Context: an optimization exercise on an open-source flow, tuned for small area. The choices shown serve that exercise and are no tape-out recipe. Function was checked by simulation only, so behaviour that the tests miss may differ from the original. Power and IR drop assume default switching activity.

<file path="flow/flow/run.sh">
#!/bin/bash
# The standard ORFS layout (standard.sh) with two changes:
#  - synthesis maps the logic with an area-first ABC script
#    (flow/abc_area.script: area mapping, then buffering and sizing against a
#    6 ns target) instead of the default delay-first one, and without the
#    separate full/half adder extraction; the Yosys front end, register
#    mapping, flatten and renaming are the standard ones (synth_recipe.tcl);
#  - port buffers use sky130_fd_sc_hd__buf_1.
# Each tool's output goes to its own log here and under orfs/logs.
set -euo pipefail
W=$(pwd)
cp flow/abc_area.script "$W/abc_area.script"
sed "s|^source \$::env(SCRIPTS_DIR)/synth_preamble.tcl|&\nset abc_args [list -script $W/abc_area.script {*}\$lib_args {*}\$lib_dont_use_args -constr \$::env(OBJECTS_DIR)/abc.constr -D 6000]|" \
    "$FLOW_HOME/scripts/synth.tcl" > "$W/synth_core.tcl"
grep -q "abc_area.script {\*}" "$W/synth_core.tcl"
sed "s|\$::env(SCRIPTS_DIR)/synth.tcl|$W/synth_core.tcl|" synth_recipe.tcl > "$W/my_synth.tcl"
grep -q "synth_core.tcl" "$W/my_synth.tcl"
ARGS=(SYNTH_SCRIPT="$W/my_synth.tcl" ADDER_MAP_FILE= "BUFFER_PORTS_ARGS=-buffer_cell sky130_fd_sc_hd__buf_1")
bash standard.sh "${ARGS[@]}" synth > "$W/synth.log" 2>&1
grep -q "abc_area.script" orfs/logs/*/ALUG13/base/1_2_yosys.log
bash standard.sh "${ARGS[@]}" finish > "$W/layout.log" 2>&1
</file>
<file path="flow/constraint.sdc">
create_clock -name core_clock -period 9.0 [get_ports {clk}]
set_input_delay 1.8000 -clock core_clock [delete_from_list [all_inputs] [get_ports {clk}]]
set_output_delay 1.8000 -clock core_clock [all_outputs]
set_load 0.01 [all_outputs]
</file>
<file path="flow/standard.sh">
#!/bin/bash
# synth_recipe.tcl (not shown) runs the flow's synth.tcl, then flattens the netlist and writes it again
# the make line also repeats each setting of config.mk as NAME=value (left out here)
make -C /OpenROAD-flow-scripts/flow DESIGN_CONFIG=/design/flow/config.mk WORK_HOME=/design/flow/orfs CLKGATE_MAP_FILE= SYNTH_SCRIPT=/design/flow/synth_recipe.tcl "${@:-finish}"
</file>
<file path="flow/flow/abc_area.script">
strash
dch
amap
topo
buffer -c
upsize -c
dnsize -c
</file>
<file path="flow/design.v">
`timescale 1ns/1ps
module ALUG13 (
    input               clk,
    input               rst_n,
    input      [63:0]   A,
    input      [63:0]   B,
    input      [3:0]    op_code,
    input      [5:0]    sub_start,
    input      [5:0]    sub_len,
    input      [5:0]    shift_amt,
    output reg [63:0]   O,
    output reg          overflow
);
    wire [3:0] o = op_code;
    wire op_add  = (o == 4'd0);
    wire op_sub  = (o == 4'd1);
    wire op_and  = (o == 4'd2);
    wire op_or   = (o == 4'd3);
    wire op_xnor = (o == 4'd4);
    wire op_gt   = (o == 4'd5);
    wire op_shl  = (o == 4'd6);
    wire op_shr  = (o == 4'd7);
    wire op_sub8 = (o == 4'd8);
    wire op_rgt  = (o == 4'd9);
    wire op_lgt  = (o == 4'd10);
    wire left    = o[1] & ~o[0];         
    wire msk_in  = ~(o[1] | o[0]);       
    wire rev     = ~o[0];                
    wire inv_b   = o[0] & ~o[1];         
    wire cin     = o[0] & ~o[2];         
    integer k;
    reg  [63:0] lmask;
    always @(*) begin
        for (k = 0; k < 64; k = k + 1)
            lmask[k] = (k < sub_len);
    end
    reg  [63:0] sh_in, X;
    always @(*) begin
        for (k = 0; k < 64; k = k + 1)
            sh_in[k] = msk_in ? lmask[63-k] : (left ? A[63-k] : A[k]);
    end
    wire [5:0]  amt = msk_in ? sub_start : shift_amt;
    wire [63:0] sr  = sh_in >> amt;
    always @(*) begin
        for (k = 0; k < 64; k = k + 1)
            X[k] = rev ? sr[63-k] : sr[k];
    end
    wire [63:0] Q = B ^ {64{inv_b}};
    wire [63:0] g = A & Q;
    wire [63:0] p = A ^ Q;
    reg [63:0] G, T;
    integer l, i;
    always @(*) begin
        G = g;
        T = p;
        G[0] = g[0] | (p[0] & cin);
        for (l = 0; l < 6; l = l + 1) begin
            for (i = (2 << l) - 1; i < 64; i = i + (2 << l)) begin
                G[i] = G[i] | (T[i] & G[i - (1 << l)]);
                T[i] = T[i] & T[i - (1 << l)];
            end
        end
        for (l = 4; l >= 0; l = l - 1) begin
            for (i = 3 * (1 << l) - 1; i < 64; i = i + (2 << l)) begin
                G[i] = G[i] | (T[i] & G[i - (1 << l)]);
                T[i] = T[i] & T[i - (1 << l)];
            end
        end
    end
    wire [63:0] c   = {G[62:0], cin};
    wire [63:0] sum = p ^ c;
    wire        co  = G[63];
    reg [63:0] CG, CP;
    integer w;
    always @(*) begin
        CG = X & ~B;
        CP = X | ~B;
        for (w = 1; w < 64; w = w * 2)
            for (i = 0; i < 64; i = i + 2 * w) begin
                CG[i] = CG[i + w] | (CP[i + w] & CG[i]);
                CP[i] = CP[i + w] & CP[i];
            end
    end
    wire xgt = CG[0];
    wire eq = ~|(p & X);
    reg [63:0] result;
    reg        carry;
    always @(*) begin
        result = ({64{op_add | op_sub}} & sum)
               | ({64{op_and}}  & g)
               | ({64{op_or}}   & (g | p))
               | ({64{op_xnor}} & ~p)
               | ({64{op_shl | op_shr}} & X);
        result[0] = result[0] | (op_gt & co) | ((op_rgt | op_lgt) & xgt) | (op_sub8 & eq);
        carry = (op_add & co) | (op_sub & ~co);
    end
    always @(posedge clk or negedge rst_n) begin
        if (!rst_n) begin
            O <= 64'b0;
            overflow <= 1'b0;
        end
        else begin
            O <= result;
            overflow <= carry;
        end
    end
endmodule
</file>
<file path="flow/config.mk">
export PLATFORM = sky130hd
export DESIGN_NAME = ALUG13
export DESIGN_NICKNAME = ALUG13
export VERILOG_FILES = /design/flow/design.v
export SDC_FILE = /design/flow/constraint.sdc
export NUM_CORES = 4
export LEC_CHECK = 0
export CAP_MARGIN = 20
export CORE_MARGIN = 2
export CORE_UTILIZATION = 30
export SLEW_MARGIN = 20
</file>
==> results.ini, run 1 <==
[detailed_routing]
highest_layer = met5
routed_via_density = 6.61
antenna_left = 0
wire_per_inst_um = 26.2
drc = 0
drt_first_iter_violations = 2236
wl_met3_mm = 7.20
wl_mm = 70.9
dr_wl_met2_mm = 30.8
wl_met1_mm = 29.4
route.vias.total = 17900
firstDrtPassIters = 7

[power_and_ir_drop]
power_density_nw_per_um2 = 137
p_seq_share_pct = 17.3
power_mw = 1.93
vdd_drop_max_mv = 0.0901
internal_power_mw = 0.939
leakage_nw = 5.14
p_switching_mw = 0.986
comb_power_share_pct = 61.4
clkPwrFrac_pct = 21.3
p_sw_share_pct = 51.2

[timing]
rsz0062_at_grt = no
tns_ns = 0
min_period_over_period_pct = 93.0
report.final.hold_viol_count = 0
post-route-min-period_ns = 8.37
tightest_slew_ns = 1.14
fmax_mhz = 119
slew_headroom_pct = 23.6
finalSetupViolCount = 0
report.final.slew_viol_count = 0

[global_route]
grt_pass1_vias = 16400
grt_pass1_wl_mm = 104
grt_max_degree = 122
grt_use_total_pct = 31.2
grt_overflow_total = 0
antenna_found_initial = 3

[logic_synthesis]
synth_top_cell_area_share_pct = 13.3
avgSynthCellArea_um2 = 6.08
yosys-top-cells-area = o22ai_1 (13%), dfrtp_1 (13%), nor2_1 (10%)
synth_nets = 2204
async_flop_share_pct = 100
synth_ff_type = dfrtp_1
yosysWarnings = 1
yosysTopAreaCell = o22ai_1
yosysSeqAreaShare_pct = 13.0
synth-edff-count = 0
syn-cell-area_um2 = 12500
ys_ff_latch = 65
synth.distinct_cells = 67
synthCells = 2052

[placed_design]
dp.cells = 2685
portBuffers = 216
placed_cell_area_um2 = 13700
place.gp.congestion = 1.03
hpwl_mm = 55.3

[final_layout]
final_util_pct = 34.4
design_area_um2 = 14100
layout_common_cells = nor2_1 (344), o22ai_1 (261), o21ai_0 (221)
final_common_cell = nor2_1
fin_cells = 2707
area_growth_pct = 13.0
final_nets = 2316
drive_gt1_share_pct = 5.26
fillers = 4616

[critical_path]
cp_max_fo = 64
worstSetupEndpointType = flop
crit_path_frequent_cell = o22a_1
critPathMaxStageDelay_ns = 0.92
start_kind = input pin
cp_num_buf_inv = 5
critical_path_class = in -> reg
crit_family = compound AO/OA/AOI/OAI gates
crit_slowest_cell = o32ai_1
worstPathArrival_ns = 8.65
path_depth = 25
required_ns = 9.28
worstSetupStartpoint = op_code[1]
endpoint = O[0]

[clock_tree]
ctsResizeCount = 0
htreeDepth = 3
tritoncts = yes
clock_path_buffers = 2
cts.root.buffer_cell = clkbuf_16
cts_sinks = 65
postCtsSetupBuffers = 0
hold_buffers = 0
clk_pin_slew_ns = 0.06
cts_buffers = 9

[floorplanning]
initial_core_util_pct = 30.5
die_area_um2 = 43200
coreArea_um2 = 40900
dieHeight_um = 208
ioPinCount = 217
rows = 74
fp.dieW_um = 208

[hold_path]
hp-class = in -> async

[job]
cap_violations = 0

[status]
status = timing/DRC/antenna clean

[cell type report]
class | count | area [µm²] | area share [%]
tap | 532 | 666 | 4.72
timing repair buffer | 249 | 1070 | 7.62
antenna | 6 | 15.0 | 0.107
inverter | 149 | 561 | 3.98
clock buffer | 10 | 239 | 1.70
multi-input combinational | 1690 | 9820 | 69.7
sequential | 65 | 1630 | 11.5
clock inverter | 6 | 91.3 | 0.648
[synth_stat cells, types with 9 or more instances]
library cell	count
buf_1	31
o22ai_1	265
o21ai_0	221
o211ai_1	15
o21ai_1	9
nor2b_1	19
o21a_1	9
nor2_1	347
a31oi_1	9
a21oi_1	142
or4_1	13
or2_2	12
nand4_1	12
clkbuf_1	104
nor4_1	10
dfrtp_1	65
nand3_1	12
o31ai_1	11
a211oi_1	24
o221a_2	12
a22oi_1	23
inv_1	139
o221ai_1	57
nor3_1	48
o32ai_1	21
nand2_1	172
buf_2	13
a221oi_1	11
o22a_1	141
[state kept, by name, indices dropped and copies added, names as in the netlist]
signal / flops
overflow: 1
O: 64
[power by group through the flow]
stage	combinational (mW)	clock, mW	sequential (mW)
after global routing	1.26	0.428	0.336
after CTS	1.14	0.416	0.333
final	1.18	0.410	0.333
after floorplan	0.722	0	0.354
after detailed placement	1.14	0	0.339
after global placement	1.14	0	0.338
[layer usage]
layer | track usage [%] | up-vias
met3 | 6.37 | 193
met4 | 14.3 | 2
li1 | - | 8093
met2 | 48.7 | 1083
met1 | 41.4 | 8533
met5 | 0 | -
[per-stage QoR]
step	setup WS, ns	hold WS, ns
6_report	0.630	1.65
5_1_grt	0.279	1.73
4_1_cts	0.568	1.67
3_5_place_dp	0.206	2.07
3_3_place_gp	0.105	2.05
2_1_floorplan	3.18	1.50
[cells by family (layout without fill, tap and decap cells)]
kind of cell	Yosys count	in the layout	share of synthesized area, %
AO/OA/AOI/OAI	1024	1024	55.0
AND/OR/NAND/NOR	664	664	22.8
XOR/XNOR	2	2	0.140
flip-flops	65	65	13.0
other	0	6	0
buffers and inverters	297	414	9.07
[worst min-delay path by stage]
stage,to,from,cells after the start
after floorplan,O[0],rst_n,0
after CTS,O[30],rst_n,2
after detailed placement,O[30],rst_n,2
final,O[30],rst_n,2
after global routing,O[30],rst_n,2
after global placement,O[30],rst_n,2
==> inputs of run 2 (changes only) <==
--- a/flow/flow/run.sh
+++ b/flow/flow/run.sh
@@ -6,5 +6,6 @@
 #    separate full/half adder extraction; the Yosys front end, register
 #    mapping, flatten and renaming are the standard ones (synth_recipe.tcl);
-#  - port buffers use sky130_fd_sc_hd__buf_1.
+#  - port buffers use sky130_fd_sc_hd__buf_1;
+#  - clock tree synthesis uses sky130_fd_sc_hd__clkbuf_8 and no dummy loads.
 # Each tool's output goes to its own log here and under orfs/logs.
 set -euo pipefail
@@ -16,5 +17,6 @@
 sed "s|\$::env(SCRIPTS_DIR)/synth.tcl|$W/synth_core.tcl|" synth_recipe.tcl > "$W/my_synth.tcl"
 grep -q "synth_core.tcl" "$W/my_synth.tcl"
-ARGS=(SYNTH_SCRIPT="$W/my_synth.tcl" ADDER_MAP_FILE= "BUFFER_PORTS_ARGS=-buffer_cell sky130_fd_sc_hd__buf_1")
+ARGS=(SYNTH_SCRIPT="$W/my_synth.tcl" ADDER_MAP_FILE= "BUFFER_PORTS_ARGS=-buffer_cell sky130_fd_sc_hd__buf_1"
+      "CTS_ARGS=-sink_clustering_enable -repair_clock_nets -buf_list sky130_fd_sc_hd__clkbuf_8 -root_buf sky130_fd_sc_hd__clkbuf_8 -dont_use_dummy_load")
 bash standard.sh "${ARGS[@]}" synth > "$W/synth.log" 2>&1
 grep -q "abc_area.script" orfs/logs/*/ALUG13/base/1_2_yosys.log
--- a/flow/config.mk
+++ b/flow/config.mk
@@ -8,4 +8,4 @@
 export CAP_MARGIN = 20
 export CORE_MARGIN = 2
-export CORE_UTILIZATION = 30
+export CORE_UTILIZATION = 60
 export SLEW_MARGIN = 20
==> results.ini, run 2 <==
[final_layout]
fillers = 1898
layout_common_cells = nor2_1 (344), o22ai_1 (261), o21ai_0 (221)
largestRegisters = O x64, overflow x1
fin_cells = 2433
drive_gt1_share_pct = 4.72
final_common_cell = nor2_1
final_nets = 2314
area_growth_pct = 8.35
largest_reg_flops = 64
largest-register = O
final_util_pct = 66.6

[timing]
min_period_over_period_pct = 88.4
report.final.slew_viol_count = 0
fmax_mhz = 126
post-route-min-period_ns = 7.96
tightest_slew_ns = 1.10
tns_ns = 0
report.final.hold_viol_count = 0
rsz0062_at_grt = no
finalSetupViolCount = 0
slew_headroom_pct = 26.8

[hold_path]
hp-class = in -> async

[floorplanning]
fp.dieW_um = 148
die_area_um2 = 22000
ioPinCount = 217
coreArea_um2 = 20300
rows = 52
dieHeight_um = 148
initial_core_util_pct = 61.5

[detailed_routing]
routed_via_density = 7.56
drt_first_iter_violations = 3481
route.vias.total = 18400
wire_per_inst_um = 24.5
wl_mm = 59.7
antenna_left = 0
drc = 0
firstDrtPassIters = 14

[logic_synthesis]
yosysTopAreaCell = o22ai_1
post-synth-top-count-cell = nor2_1
synth_top_cell_area_share_pct = 13.3
synth.distinct_cells = 67
synthCells = 2052
syn-cell-area_um2 = 12500
async_flop_share_pct = 100
yosys-top-cells-area = o22ai_1 (13%), dfrtp_1 (13%), nor2_1 (10%)
yosysWarnings = 1
yosysSeqAreaShare_pct = 13.0
synth_common_cells = nor2_1 (347), o22ai_1 (265), o21ai_0 (221)
synth_nets = 2204
synth_ff_type = dfrtp_1
avgSynthCellArea_um2 = 6.08
synth-edff-count = 0
ys_ff_latch = 65

[critical_path]
worstSetupEndpointType = flop
worstPathArrival_ns = 8.25
cp_max_fo = 68
required_ns = 9.29
worstSetupStartpoint = op_code[0]
start_kind = input pin
critical_path_class = in -> reg
endpoint = O[0]

[global_route]
grt_overflow_total = 0
grt_use_total_pct = 52.2
grt_max_degree = 122
grt_pass1_vias = 16200
antenna_found_initial = 2
grt_pass1_wl_mm = 89.9

[clock_tree]
postCtsSetupBuffers = 0
cts_buffers = 9
ctsResizeCount = 0
cts.root.buffer_cell = clkbuf_8
clock_path_buffers = 2
cts_sinks = 65
clk_pin_slew_ns = 0.09
tritoncts = yes
hold_buffers = 0
htreeDepth = 3

[status]
status = timing/DRC/antenna clean

[placed_design]
hpwl_mm = 44.9
portBuffers = 216
dp.cells = 2421
place.gp.congestion = 1.18

[job]
cap_violations = 0

[power_and_ir_drop]
power_density_nw_per_um2 = 126
vdd_drop_max_mv = 0.0810
leakage_nw = 5.02

==> run 2: changes by cell type in the layout (fill, tap and decap cells not counted), sizes merged <==
cell and change:
clkbuf -1, inv -1, buf -2, clkinv -3, diode -3, bufinv -2
==> run 2: report_power, final <==
group | total, mW | internal, mW | switching (mW)
sequential | 0.332 | 0.323 | 0.00916
combinational | 1.15 | 0.362 | 0.788
clock | 0.224 | 0.0898 | 0.134
total | 1.71 | 0.775 | 0.932
==> run 2: critical path, cell delays in order <==
cell and delay (ns):
clkbuf_2 0.11, buf_4 0.58, nor2_1 0.17, inv_2 0.63
buf_4 0.32, nor2_1 0.06, nor4_1 0.60, o22a_1 0.27
o22a_1 0.16, o22a_1 0.18, nor2_1 0.05, a21oi_1 0.26
o22ai_1 0.18, o22ai_1 0.49, o22ai_1 0.23, nor2b_1 0.22
a21o_1 0.17, a211o_1 0.26, nand3b_1 0.22, a2111oi_0 0.58
inv_1 0.11, o221ai_1 0.18, a31oi_1 0.06, a211oi_1 0.20
nor3_1 0.07, o31ai_1 0.09
==> run 2: area by class of cell <==
cell class	instances	area, µm²	share of cell area (%)
Inverter	149	561	4.15
Multi-Input combinational cell	1690	9800	72.5
Timing Repair Buffer	247	1060	7.83
Clock buffer	9	124	0.916
Antenna cell	3	7.51	0.0555
Tap cell	270	338	2.50
Sequential cell	65	1630	12.0
==> run 2: cells by family after synthesis <==
logic type	Yosys count	synth area share (%)
compound gates	1024	55.0
xor+xnor	2	0.140
buf+inv	297	9.07
flops	65	13.0
simple gates	664	22.8
==> run 2: metrics by stage <==
| step | area (µm²) | power, mW | hold slack, ns | setup slack, ns |
|---|---|---|---|---|
| CTS | 13500 | 1.63 | 1.65 | 1.38 |
| detailed placement | 13400 | 1.41 | 2.05 | 1.02 |
| global route | 13500 | 1.78 | 1.70 | 0.711 |
| finish | 13500 | 1.71 | 1.60 | 1.04 |
| floorplan | 12500 | 1.08 | 1.50 | 3.18 |
| global placement | 13400 | 1.40 | 2.02 | 1.05 |
==> run 2: worst min path at each step <==
stage / from / slack [ns] / endpoint
2_1_floorplan: rst_n / 1.50 / O[0]
3_3_place_gp: rst_n / 2.02 / O[2]
3_5_place_dp: rst_n / 2.05 / O[1]
4_1_cts: rst_n / 1.65 / O[3]
5_1_grt: rst_n / 1.70 / O[63]
6_report: rst_n / 1.60 / O[63]
==> run 2: routing by layer <==
layer,wire [µm],vias to the layer above,global-route usage (%)
li1,-,8104,-
met1,19900,8064,64.4
met2,23900,1752,76.7
met3,10600,471,19.8
met4,5280,2,32.2
met5,17,-,0
==> inputs of run 3 (changes only) <==
--- a/flow/design.v
+++ b/flow/design.v
@@ -27,6 +27,10 @@
     wire msk_in  = ~(o[1] | o[0]);       
     wire rev     = ~o[0];                
-    wire inv_b   = o[0] & ~o[1];         
-    wire cin     = o[0] & ~o[2];         
+    wire s0      = ~o[2] & (o[1] ? o[0] : ~o[0]);       
+    wire s1      = o[2] | (o[0] & ~o[1]);               
+    wire s2      = ~s0;                                 
+    wire s3      = ~o[2] & ~o[1] & ~o[0];               
+    wire cin     = o[0] & ~o[2];                        
+    wire arith   = ~o[3] & ~o[2] & ~o[1];               
     integer k;
     reg  [63:0] lmask;
@@ -46,7 +50,9 @@
             X[k] = rev ? sr[63-k] : sr[k];
     end
-    wire [63:0] Q = B ^ {64{inv_b}};
-    wire [63:0] g = A & Q;
-    wire [63:0] p = A ^ Q;
+    wire [63:0] pp = A | (B & {64{s0}}) | (~B & {64{s1}});
+    wire [63:0] gg = A & ((~B & {64{s2}}) | (B & {64{s3}}));
+    wire [63:0] hh = pp ^ gg;
+    wire [63:0] g = gg;
+    wire [63:0] p = pp;
     reg [63:0] G, T;
     integer l, i;
@@ -69,5 +75,5 @@
     end
     wire [63:0] c   = {G[62:0], cin};
-    wire [63:0] sum = p ^ c;
+    wire [63:0] F   = hh ^ (c & {64{arith}});
     wire        co  = G[63];
     reg [63:0] CG, CP;
@@ -83,12 +89,9 @@
     end
     wire xgt = CG[0];
-    wire eq = ~|(p & X);
+    wire eq = ~|(hh & X);
     reg [63:0] result;
     reg        carry;
     always @(*) begin
-        result = ({64{op_add | op_sub}} & sum)
-               | ({64{op_and}}  & g)
-               | ({64{op_or}}   & (g | p))
-               | ({64{op_xnor}} & ~p)
+        result = ({64{op_add | op_sub | op_and | op_or | op_xnor}} & F)
                | ({64{op_shl | op_shr}} & X);
         result[0] = result[0] | (op_gt & co) | ((op_rgt | op_lgt) & xgt) | (op_sub8 & eq);
--- a/flow/flow/run.sh
+++ b/flow/flow/run.sh
@@ -1,4 +1,4 @@
 #!/bin/bash
-# The standard ORFS layout (standard.sh) with two changes:
+# The standard ORFS layout (standard.sh) with these changes:
 #  - synthesis maps the logic with an area-first ABC script
 #    (flow/abc_area.script: area mapping, then buffering and sizing against a
==> results.ini, run 3 <==
[logic_synthesis]
synth_xor_area_share_pct = 0
avgSynthCellArea_um2 = 6.50
synth_compound_area_share_pct = 53.6
yosys-top-cells-area = dfrtp_1 (13%), o22ai_1 (13%), nor2_1 (9.2%)
synthMuxAreaShare_pct = 0
synthCells = 1911
synth_top_family_by_area = compound AO/OA/AOI/OAI gates
synth_common_cells = nor2_1 (304), o22ai_1 (249), inv_1 (220)
synth_nets = 2063
synthSimpleGateAreaFrac_pct = 21.0
synth.distinct_cells = 71
synth_top_cell_area_share_pct = 13.1
yosysSeqAreaShare_pct = 13.1
yosysWarnings = 1
async_flop_share_pct = 100
ys_ff_latch = 65
post-synth-top-count-cell = nor2_1
synth_fa_ha_area_share_pct = 0
syn-cell-area_um2 = 12400
yosysTopAreaCell = dfrtp_1
synth_ff_type = dfrtp_1
synth-edff-count = 0

[timing]
fmax_mhz = 119
post-route-min-period_ns = 8.41
report.final.hold_viol_count = 0
report.final.slew_viol_count = 0
worst_slack_ns = 0.585
tightest_slew_ns = 1.17
slew_headroom_pct = 22.0
rsz0062_at_grt = no
tns_ns = 0
finalSetupViolCount = 0
min_period_over_period_pct = 93.5

[global_route]
antenna_found_initial = 4
grt_overflow_total = 0
grt_pass1_wl_mm = 92.7
grt_pass1_vias = 16200
grt_max_degree = 74
grt_use_total_pct = 54.6

[final_layout]
final_nets = 2162
final_common_cell = nor2_1
layout_common_cells = nor2_1 (302), o22ai_1 (244), inv_1 (220)
fillers = 1850
design_area_um2 = 13400
largestRegisters = O x64, overflow x1
drive_gt1_share_pct = 6.27
largest_reg_flops = 64
fin_cells = 2281
area_growth_pct = 7.65
largest-register = O

[detailed_routing]
wl_mm = 62.4
route.vias.total = 18200
antenna_left = 0
drc = 0
drt_first_iter_violations = 3988
wire_per_inst_um = 27.3
firstDrtPassIters = 12
routed_via_density = 7.98

[clock_tree]
hold_buffers = 0
cts_sinks = 65
postCtsSetupBuffers = 0
cts.root.buffer_cell = clkbuf_8
tritoncts = yes
ctsResizeCount = 0
clock_path_buffers = 2
htreeDepth = 3
cts_buffers = 9
clk_pin_slew_ns = 0.08

[critical_path]
required_ns = 9.31
cp_max_fo = 29
start_kind = input pin
worstPathArrival_ns = 8.73
critical_path_class = in -> reg
worstSetupEndpointType = flop

[placed_design]
dp.cells = 2269
portBuffers = 216
post-place-ws_ns = 0.548
placed_cell_area_um2 = 13200
place.gp.congestion = 1.16
hpwl_mm = 47.1

[status]
status = timing/DRC/antenna clean

[floorplanning]
ioPinCount = 217
rows = 52
fp.dieW_um = 148
coreArea_um2 = 20300
initial_core_util_pct = 61.2
die_area_um2 = 21900
dieHeight_um = 148

[job]
cap_violations = 0

[power_and_ir_drop]
leakage_nw = 5.17
power_mw = 1.69
vdd_drop_max_mv = 0.0826
power_density_nw_per_um2 = 126

[hold_path]
hp-class = in -> async

[run 3: cell types whose count changed after synthesis, sizes merged, moves of 24 or more]
cell and change:
o32ai +61, nor2b +24, inv +90, o21ai -139
o221ai +29, nand2 -111, a21oi -82, nor2 -41
[run 3: worst max-delay path by stage]
stage / depth (start not counted) / end / from / slack [ns]
6_report: 28 / O[0] / op_code[0] / 0.59
5_1_grt: 28 / O[0] / op_code[0] / 0.29
4_1_cts: 28 / O[0] / op_code[0] / 0.88
3_5_place_dp: 28 / O[0] / op_code[0] / 0.55
3_3_place_gp: 28 / O[0] / op_code[0] / 0.48
2_1_floorplan: 34 / O[0] / op_code[0] / 2.79
[run 3: kinds of logic after synthesis]
logic type / count (synthesis)
flops: 65
compound gates: 890
buf+inv: 391
simple gates: 565
[run 3: metal layers]
metal | vias to the layer above | track usage (%) | wire, µm
met5 | - | 0 | 13
met4 | 2 | 35.0 | 5200
met3 | 491 | 23.2 | 11300
met2 | 1939 | 78.1 | 24800
met1 | 8123 | 67.0 | 21000
li1 | 7651 | - | -
[run 3: worst max-delay path: stages]
cell and delay [ns]:
buf_2 0.12, buf_4 0.32, nor2_2 0.08, inv_2 0.50
nor2_1 0.25, inv_2 0.22, nor2_1 0.21, a2111oi_0 0.60
o22ai_1 0.19, nand2_1 0.11, o21ai_0 0.23, o21ai_0 0.37
a21oi_1 0.15, o22ai_1 0.29, o32ai_1 0.24, o22ai_1 0.29
inv_1 0.14, a221oi_1 0.37, inv_1 0.07, o22ai_1 0.18
a311oi_1 0.10, o311ai_0 0.75, a31oi_1 0.22, nor4_1 0.21
nor3_1 0.12, or4_1 0.41, nand2_1 0.07, a31o_1 0.09
[run 3: final cells by class]
cell class / instances / area, µm² / area share, %
diodes: 3 / 7.51 / 0.0561
clock buffers: 9 / 124 / 0.926
inverters: 240 / 903 / 6.75
multi-input cells: 1455 / 9380 / 70.1
flip-flops and latches: 65 / 1630 / 12.2
well taps: 270 / 338 / 2.53
repair buffers: 239 / 998 / 7.46
[run 3: stage by stage]
step           utilization (%)  hold slack (ns)
2_1_floorplan                -             1.50
3_3_place_gp              65.3             2.01
3_5_place_dp              65.3             2.05
4_1_cts                   65.9             1.66
5_1_grt                   65.9             1.72
6_report                  65.9             1.63
[run 3: power by group]
group          switching, mW  leakage [nW]  internal, mW  total (mW)
registers            0.00838         0.849         0.320       0.328
logic                  0.779          4.26         0.368        1.15
clock network          0.127        0.0647        0.0896       0.216

-- re-timing with driven ports --
The flow's constraints put no driver on any port. The routed layouts listed below were extracted and timed again, unchanged, in two steps.
Step 1 sets driving cells, clkbuf_16 on the clock port and buf_2 on the other inputs (assumed; they add their load-dependent delay and slew).
Step 2, shift: input delay + t, output delay - t, t = (earliest + latest rising clock arrival at the registers) / 2. This alone moves slack from input paths to output paths.
a / b / c = ideal ports / drivers / drivers and shift; a / b = the first two.
run | t, ns | setup slack, ns | hold slack, ns | worst setup path at the end | clock arrival spread, ns
run 1 | 0.420 | 0.630 / 0.663 / 0.243 | 1.648 / 1.614 / 2.034 | input to register | 0.011 / 0.010
run 2 | 0.408 | 1.042 / 1.061 / 0.652 | 1.603 / 1.582 / 1.990 | input to register | 0.031 / 0.031
run 3 | 0.411 | 0.585 / 0.599 / 0.187 | 1.627 / 1.608 / 2.020 | input to register | 0.023 / 0.023
After both steps every run listed still meets setup and hold. The setup slack of run 3, which loses most, moves by +0.014 ns with the drivers and by -0.398 ns with both steps.
